From an optimization exercise on the open Yosys and OpenROAD flow, aimed at small area and a short achievable clock period; shortcuts taken in it are not production practice.
Where RTL was checked, it was by simulation tests only, not by an equivalence proof against the original.
The flow treats the clock pin as an ideal source. Dropping or thinning the clock tree relies on that and would not hold on a real chip.
Power is estimated from default activity; no workload was simulated.

==> flow/design.v (excerpt) <==
module alu_top (
    input             iClk,
    input      [31:0] iDataA,
    input      [31:0] iDataB,
    input      [3:0]  iAluOp,
    output reg [31:0] oData,
    output reg        oZero
  );
Size in the first run: about 920 cells after synthesis, ~100 flip-flops, about 100 I/O pins, roughly 0.0084 mm² of cells after synthesis.
==> flow/config.mk <==
export PLATFORM = sky130hd
export DESIGN_NAME = alu_top
export DESIGN_NICKNAME = alu_top
export VERILOG_FILES = /design/flow/design.v
export SDC_FILE = /design/flow/constraint.sdc
export NUM_CORES = 4
export LEC_CHECK = 0
export CAP_MARGIN = 20
export CORE_MARGIN = 2
export CORE_UTILIZATION = 40
export SLEW_MARGIN = 20
==> flow/constraint.sdc <==
create_clock -name core_clock -period 15.0 [get_ports {iClk}]
set_input_delay 3.0000 -clock core_clock [delete_from_list [all_inputs] [get_ports {iClk}]]
set_output_delay 3.0000 -clock core_clock [all_outputs]
set_load 0.01 [all_outputs]
run.sh (not shown) runs the stock make flow with config.mk's settings and CLKGATE_MAP_FILE= SYNTH_SCRIPT=/design/flow/synth_recipe.tcl, a recipe that flattens the netlist after the stock synthesis.
==> next run, changes <==
Settings changed: ABC_AREA set to 1.
Outcome: Area after synthesis is higher by about 5.5%. Sequential power barely changes. First-iteration DRC count rises by about 50%. Worst setup slack improved by 0.68 ns. Utilization rose by 0.42 points. Via count increases by 26%. Final area rose by 5.7%. Worst hold slack gets worse by 0.023 ns. Routed wire length rose by 13%.
No functional check of the RTL was part of any run of this note.

* * *

Another version of the RTL of alu_top (not shown whole).
Size: ~100 flip-flops, ~7000 µm² of cells after synthesis.
clock: 15.0 ns
lec_check: 0
cap_margin: 20
core_margin: 2
core_utilization: 40
slew_margin: 20
standard.sh (not shown) runs the stock make flow with config.mk's settings and CLKGATE_MAP_FILE= SYNTH_SCRIPT=/design/flow/synth_recipe.tcl, a recipe that flattens the netlist after the stock synthesis.
==> flow/flow/run.sh <==
#!/bin/bash
# Own layout flow: the standard ORFS flow (standard.sh) with these changes:
#  - Yosys's final ABC mapping uses flow/map.abc (delay-targeted map with area
#    recovery) instead of ORFS's abc_speed script;
#  - ports are buffered with buf_1 instead of the default buffer cell;
#  - repair_timing aims for extra setup slack (SETUP_SLACK_MARGIN), with the
#    margins in flow/params.sh: one up to CTS, one for the repair after global
#    routing (which works on the worst path only, or is skipped);
#  - the clock is distributed by flow/own_cts.tcl (run as the CTS step's
#    PRE_CTS_TCL hook) instead of TritonCTS: four clkbuf_16, each driving a
#    quarter of the flip-flops, so every flip-flop sees one buffer stage.
# Everything else (synthesis script, register names, SDC, clock period, PDN,
# tap cells, placement, routing) is the standard flow. The make output goes to
# flow_make_*.log; ORFS writes each tool's own log under orfs/logs/.
set -euo pipefail
HERE=$(pwd)
source "$HERE/flow/params.sh"
cat > "$HERE/own_synth.tcl" <<EOT
# Same synthesis as synth_recipe.tcl; only the script given to the final abc call differs.
proc abc {args} {
  set i [lsearch -exact \$args -script]
  if {\$i >= 0} { lset args [expr {\$i + 1}] $HERE/flow/map.abc }
  yosys abc {*}\$args
}
source $HERE/synth_recipe.tcl
EOT
COMMON=("SYNTH_SCRIPT=$HERE/own_synth.tcl"
  "BUFFER_PORTS_ARGS=-buffer_cell sky130_fd_sc_hd__buf_1"
  "PRE_CTS_TCL=$HERE/flow/own_cts.tcl")
bash standard.sh "${COMMON[@]}" "SETUP_SLACK_MARGIN=$MARGIN_CTS" cts > "$HERE/flow_make_cts.log" 2>&1
if [[ "$MARGIN_GRT" == skip ]]; then
  bash standard.sh "${COMMON[@]}" "SETUP_SLACK_MARGIN=$MARGIN_CTS" SKIP_INCREMENTAL_REPAIR=1 finish > "$HERE/flow_make_finish.log" 2>&1
else
  bash standard.sh "${COMMON[@]}" "SETUP_SLACK_MARGIN=$MARGIN_GRT" TNS_END_PERCENT=0 finish > "$HERE/flow_make_finish.log" 2>&1
fi
==> flow/flow/map.abc <==
strash
dch
map -D 2500
topo
stime -c
==> flow/flow/params.sh <==
MARGIN_CTS=11.6
MARGIN_GRT=skip
Other scripts of this flow, unchanged in this note and not shown: flow/flow/own_cts.tcl
The baseline ran to the end with no violations.
Then changed:
==> flow/flow/map.abc (replaced) <==
strash
dch
map -D 2500
topo
stime -c
buffer -c
upsize -D 2500
dnsize -D 2500
==> flow/flow/params.sh (replaced) <==
MARGIN_CTS=11.2
MARGIN_GRT=skip
What happened: The new run went through all stages and came out clean; setup slack is worse by 42 ps; utilization falls by 5.4 points; combinational power falls by 13%; clock skew falls by 3.2 ps; flip-flop and latch count is unchanged; hold slack is worse by 45 ps; register-to-register slack is worse by 40 ps; final cell count falls by 1.1%.
Then changed:
==> flow/flow/params.sh (replaced) <==
MARGIN_CTS=11.6
MARGIN_GRT=skip
=>
- first-iteration DRC count falls by 5.8%
- via count rises by 1.5%
- combinational power rises by 7.3%
- setup slack is better by 310 ps
- design area rises by 3.3%
- synthesized cell count stays the same
- area after synthesis does not change
Then changed:
==> flow/flow/map.abc (replaced) <==
strash
dch
map -D 2000
topo
stime -c
buffer -c
upsize -D 2000
dnsize -D 2000
The new run completed with no timing, DRC or antenna violations.
Wire length grows by a little under a tenth.
Fmax grows slightly.
Worst hold slack gains 85 ps.
Total power came out higher slightly.
Core utilization drops by 0.67 points.
Sequential share of layout area goes down by 1.1 points.
Die area goes up by a few percent.
Setup slack gets better by 12 ps.
Combinational power went up by a few percent.
Sequential cell count does not change.
Via count rises by a little under a tenth.
Then changed:
==> flow/flow/map.abc (replaced) <==
strash
dch
map -D 2500
topo
stime -c
buffer -c
upsize -D 2500
dnsize -D 2500
==> flow/flow/params.sh (replaced) <==
MARGIN_CTS=11.8
MARGIN_GRT=skip
The changed run finished with timing, DRC and antenna clean.
Area after synthesis came out lower by 6.2%.
Total power came out higher by 5.6%.
Cell count came out lower by 7.6%.
Then changed:
==> flow/flow/map.abc (replaced) <==
strash
dch
map -D 3000
topo
stime -c
buffer -c
upsize -D 3000
dnsize -D 3000
==> flow/flow/params.sh (replaced) <==
MARGIN_CTS=11.6
MARGIN_GRT=skip
Result: The changed run passed the timing, DRC and antenna checks; routed wire length went down by 1.4%; maximum frequency went up by 0.68%; die area went down by 0.48%; setup slack improves by 24 ps.
No run of this note takes its clock network from TritonCTS; it comes from the design's own scripts or RTL.

* * *

Another version of the RTL of alu_top (not shown whole).
Size: ~100 flip-flops, ~100 I/O pins.
clock: 15.0 ns
lec_check: 0
cap_margin: 20
core_margin: 2
core_utilization: 50
slew_margin: 20
==> flow/flow/map.abc <==
strash
dch
map -D 2500
topo
stime -c
buffer -c
upsize -D 2500
dnsize -D 2500
==> flow/flow/own_cts.tcl <==
# Clock distribution without TritonCTS. The flip-flops are split into NCLK
# groups by position (halves in x, then halves in y); the clock port drives one
# clkbuf_16 per group, placed at the group's centre, and each buffer drives its
# group's clock pins. All flip-flops see one buffer stage, so skew stays small.
set nclk 4
set block [ord::get_db_block]
set dbu [$block getDbUnitsPerMicron]
set flops {}
foreach inst [$block getInsts] {
  if {[[$inst getMaster] isSequential]} {
    set loc [$inst getLocation]
    lappend flops [list [$inst getName] [lindex $loc 0] [lindex $loc 1]]
  }
}
proc split_half {items idx} {
  set s [lsort -integer -index $idx $items]
  set h [expr {[llength $s] / 2}]
  return [list [lrange $s 0 [expr {$h - 1}]] [lrange $s $h end]]
}
set groups {}
foreach half [split_half $flops 1] {
  if {$nclk == 4} {
    foreach q [split_half $half 2] { lappend groups $q }
  } else {
    lappend groups $half
  }
}
set k 0
foreach g $groups {
  set xs 0; set ys 0; set pins {}
  foreach f $g {
    set xs [expr {$xs + [lindex $f 1]}]; set ys [expr {$ys + [lindex $f 2]}]
    lappend pins [get_pins "[lindex $f 0]/CLK"]
  }
  set cx [expr {double($xs) / [llength $g] / $dbu}]
  set cy [expr {double($ys) / [llength $g] / $dbu}]
  set b [insert_buffer -buffer_cell sky130_fd_sc_hd__clkbuf_16 -net iClk -load_pins $pins \
           -location [list $cx $cy] -buffer_name clkbuf_own_$k -net_name clknet_own_$k]
  set buf [$block findInst [get_full_name $b]]
  foreach it [$buf getITerms] {
    set nt [$it getNet]
    if {$nt ne "NULL"} { $nt setSigType CLOCK }
  }
  puts "own clock buffer [$buf getName] at $cx $cy drives [llength $g] flip-flops"
  incr k
}
proc clock_tree_synthesis {args} { puts "clock_tree_synthesis skipped: clock buffered by the own flow" }
==> flow/flow/params.sh <==
MARGIN_CTS=11.6
MARGIN_GRT=11.0
Scripts as last shown in full above: flow/flow/run.sh
The first run finished with timing, DRC and antenna clean.
Change:
==> flow/flow/run.sh (replaced) <==
#!/bin/bash
# Own layout flow: the standard ORFS flow (standard.sh) with three changes:
#  - Yosys's final ABC mapping uses flow/map.abc (delay-targeted map with area
#    recovery) instead of ORFS's abc_speed script;
#  - ports are buffered with buf_1 instead of the default buffer cell;
#  - repair_timing aims for extra setup slack (SETUP_SLACK_MARGIN);
#  - the clock is distributed by flow/own_cts.tcl (run as the CTS step's
#    PRE_CTS_TCL hook) instead of TritonCTS: four clkbuf_16, each driving a
#    quarter of the flip-flops, so every flip-flop sees one buffer stage.
# Everything else (synthesis script, register names, SDC, clock period, PDN,
# tap cells, placement, routing) is the standard flow. The make output goes to
# flow_make.log; ORFS writes each tool's own log under orfs/logs/.
set -euo pipefail
HERE=$(pwd)
cat > "$HERE/own_synth.tcl" <<EOT
# Same synthesis as synth_recipe.tcl; only the script given to the final abc call differs.
proc abc {args} {
  set i [lsearch -exact \$args -script]
  if {\$i >= 0} { lset args [expr {\$i + 1}] $HERE/flow/map.abc }
  yosys abc {*}\$args
}
source $HERE/synth_recipe.tcl
EOT
MARGIN=$(cat "$HERE/flow/margin.txt")
bash standard.sh "SYNTH_SCRIPT=$HERE/own_synth.tcl" \
  "BUFFER_PORTS_ARGS=-buffer_cell sky130_fd_sc_hd__buf_1" \
  "SETUP_SLACK_MARGIN=$MARGIN" "PRE_CTS_TCL=$HERE/flow/own_cts.tcl" finish > "$HERE/flow_make.log" 2>&1
==> flow/flow/margin.txt (new file) <==
11.4
- CORE_UTILIZATION: 50 -> 40
removed: flow/flow/params.sh
Effect:
- setup slack loses 0.085 ns
- register-to-register slack degrades by 0.08 ns
- cell count rises by 4.7%
- cell area rises by 5.6%
- flip-flop and latch count does not change
- total power rose by 4.1%
Change:
--- a/flow/flow/run.sh
+++ b/flow/flow/run.sh
@@ -1,4 +1,4 @@
 #!/bin/bash
-# Own layout flow: the standard ORFS flow (standard.sh) with three changes:
+# Own layout flow: the standard ORFS flow (standard.sh) with these changes:
 #  - Yosys's final ABC mapping uses flow/map.abc (delay-targeted map with area
 #    recovery) instead of ORFS's abc_speed script;
@@ -7,5 +7,7 @@
 #  - the clock is distributed by flow/own_cts.tcl (run as the CTS step's
 #    PRE_CTS_TCL hook) instead of TritonCTS: four clkbuf_16, each driving a
-#    quarter of the flip-flops, so every flip-flop sees one buffer stage.
+#    quarter of the flip-flops, so every flip-flop sees one buffer stage;
+#  - the repair after global routing is skipped (SKIP_INCREMENTAL_REPAIR), as
+#    it mostly upsized cells for paths it could not speed up.
 # Everything else (synthesis script, register names, SDC, clock period, PDN,
 # tap cells, placement, routing) is the standard flow. The make output goes to
@@ -25,3 +27,4 @@
 bash standard.sh "SYNTH_SCRIPT=$HERE/own_synth.tcl" \
   "BUFFER_PORTS_ARGS=-buffer_cell sky130_fd_sc_hd__buf_1" \
-  "SETUP_SLACK_MARGIN=$MARGIN" "PRE_CTS_TCL=$HERE/flow/own_cts.tcl" finish > "$HERE/flow_make.log" 2>&1
+  "SETUP_SLACK_MARGIN=$MARGIN" "PRE_CTS_TCL=$HERE/flow/own_cts.tcl" \
+  SKIP_INCREMENTAL_REPAIR=1 finish > "$HERE/flow_make.log" 2>&1
After rerunning:
- worst hold slack is worse by 0.047 ns
- cell area shrinks by 7.9%
- via count goes down by 4.5%
- sequential power barely changes
- clock power barely changes
- utilization goes down by 3.9 points
- worst setup slack is worse by 0.038 ns
- die area stays the same
- sequential share of layout area goes up by 1.8 points
- area after synthesis does not change
Change:
==> flow/flow/run.sh (replaced) <==
#!/bin/bash
# Own layout flow: the standard ORFS flow (standard.sh) with these changes:
#  - Yosys's final ABC mapping uses flow/map.abc (delay-targeted map with area
#    recovery) instead of ORFS's abc_speed script;
#  - ports are buffered with buf_1 instead of the default buffer cell;
#  - repair_timing aims for extra setup slack (SETUP_SLACK_MARGIN), with the
#    margins in flow/params.sh: one up to CTS, one for the repair after global
#    routing (which works on the worst path only, or is skipped);
#  - the clock is distributed by flow/own_cts.tcl (run as the CTS step's
#    PRE_CTS_TCL hook) instead of TritonCTS: four clkbuf_16, each driving a
#    quarter of the flip-flops, so every flip-flop sees one buffer stage.
# Everything else (synthesis script, register names, SDC, clock period, PDN,
# tap cells, placement, routing) is the standard flow. The make output goes to
# flow_make_*.log; ORFS writes each tool's own log under orfs/logs/.
set -euo pipefail
HERE=$(pwd)
source "$HERE/flow/params.sh"
cat > "$HERE/own_synth.tcl" <<EOT
# Same synthesis as synth_recipe.tcl; only the script given to the final abc call differs.
proc abc {args} {
  set i [lsearch -exact \$args -script]
  if {\$i >= 0} { lset args [expr {\$i + 1}] $HERE/flow/map.abc }
  yosys abc {*}\$args
}
source $HERE/synth_recipe.tcl
EOT
COMMON=("SYNTH_SCRIPT=$HERE/own_synth.tcl"
  "BUFFER_PORTS_ARGS=-buffer_cell sky130_fd_sc_hd__buf_1"
  "PRE_CTS_TCL=$HERE/flow/own_cts.tcl")
bash standard.sh "${COMMON[@]}" "SETUP_SLACK_MARGIN=$MARGIN_CTS" cts > "$HERE/flow_make_cts.log" 2>&1
if [[ "$MARGIN_GRT" == skip ]]; then
  bash standard.sh "${COMMON[@]}" "SETUP_SLACK_MARGIN=$MARGIN_CTS" SKIP_INCREMENTAL_REPAIR=1 finish > "$HERE/flow_make_finish.log" 2>&1
else
  bash standard.sh "${COMMON[@]}" "SETUP_SLACK_MARGIN=$MARGIN_GRT" TNS_END_PERCENT=0 finish > "$HERE/flow_make_finish.log" 2>&1
fi
==> flow/flow/params.sh (new file) <==
MARGIN_CTS=11.6
MARGIN_GRT=skip
- CORE_UTILIZATION: 40 -> 50
removed: flow/flow/margin.txt
Result: Register-to-register slack hardly moves; first-iteration DRC count is higher by 13%; routed wire length shrinks by 0.40%; die area came out lower by 19%; via count is higher by 2.9%; setup slack gets worse by 0.0049 ns; fmax stays flat; final area came out higher by 0.36%; sequential share of layout area barely changes; global-route usage increases by 6.3 points.
In every run of this note, the design's own scripts or RTL, not TritonCTS, make the clock network.

==> re-timing with driven ports <==
In the flow no input, the clock included, has a driving cell. The finished layouts below were timed again as built, in two steps.
Step 1, drivers: a clkbuf_16 drives iClk and a buf_2 each remaining input, both assumed.
Step 2, shift: input delay + t, output delay - t, t = (earliest + latest rising clock arrival at the registers) / 2. This alone moves slack from input paths to output paths.
Three values: no drivers, after step 1, after step 2; two values: the first two.
run | shift t [ns] | slack for setup (ns) | worst data-port slew with drivers (ns)
the first run of note 1 | 0.400 | 10.051 / 10.051 / 10.051 | 0.04
the second run of note 1 | 0.419 | 10.730 / 10.681 / 10.800 | 0.04
the first run of note 2 | 0.256 | 11.101 / 11.101 / 11.101 | 0.03
the second run of note 2 | 0.248 | 11.060 / 11.060 / 11.060 | 0.03
the third run of note 2 | 0.249 | 11.369 / 11.275 / 11.391 | 0.03
the fourth run of note 2 | 0.255 | 11.380 / 11.288 / 11.380 | 0.04
the fifth run of note 2 | 0.244 | 11.352 / 11.284 / 11.352 | 0.03
the sixth run of note 2 | 0.251 | 11.377 / 11.289 / 11.377 | 0.04
the first run of note 3 | 0.247 | 11.259 / 11.259 / 11.259 | 0.04
the second run of note 3 | 0.246 | 11.174 / 11.174 / 11.174 | 0.04
the third run of note 3 | 0.242 | 11.136 / 11.136 / 11.136 | 0.04
the fourth run of note 3 | 0.246 | 11.131 / 11.131 / 11.131 | 0.04
After both steps every run listed still meets setup and hold.
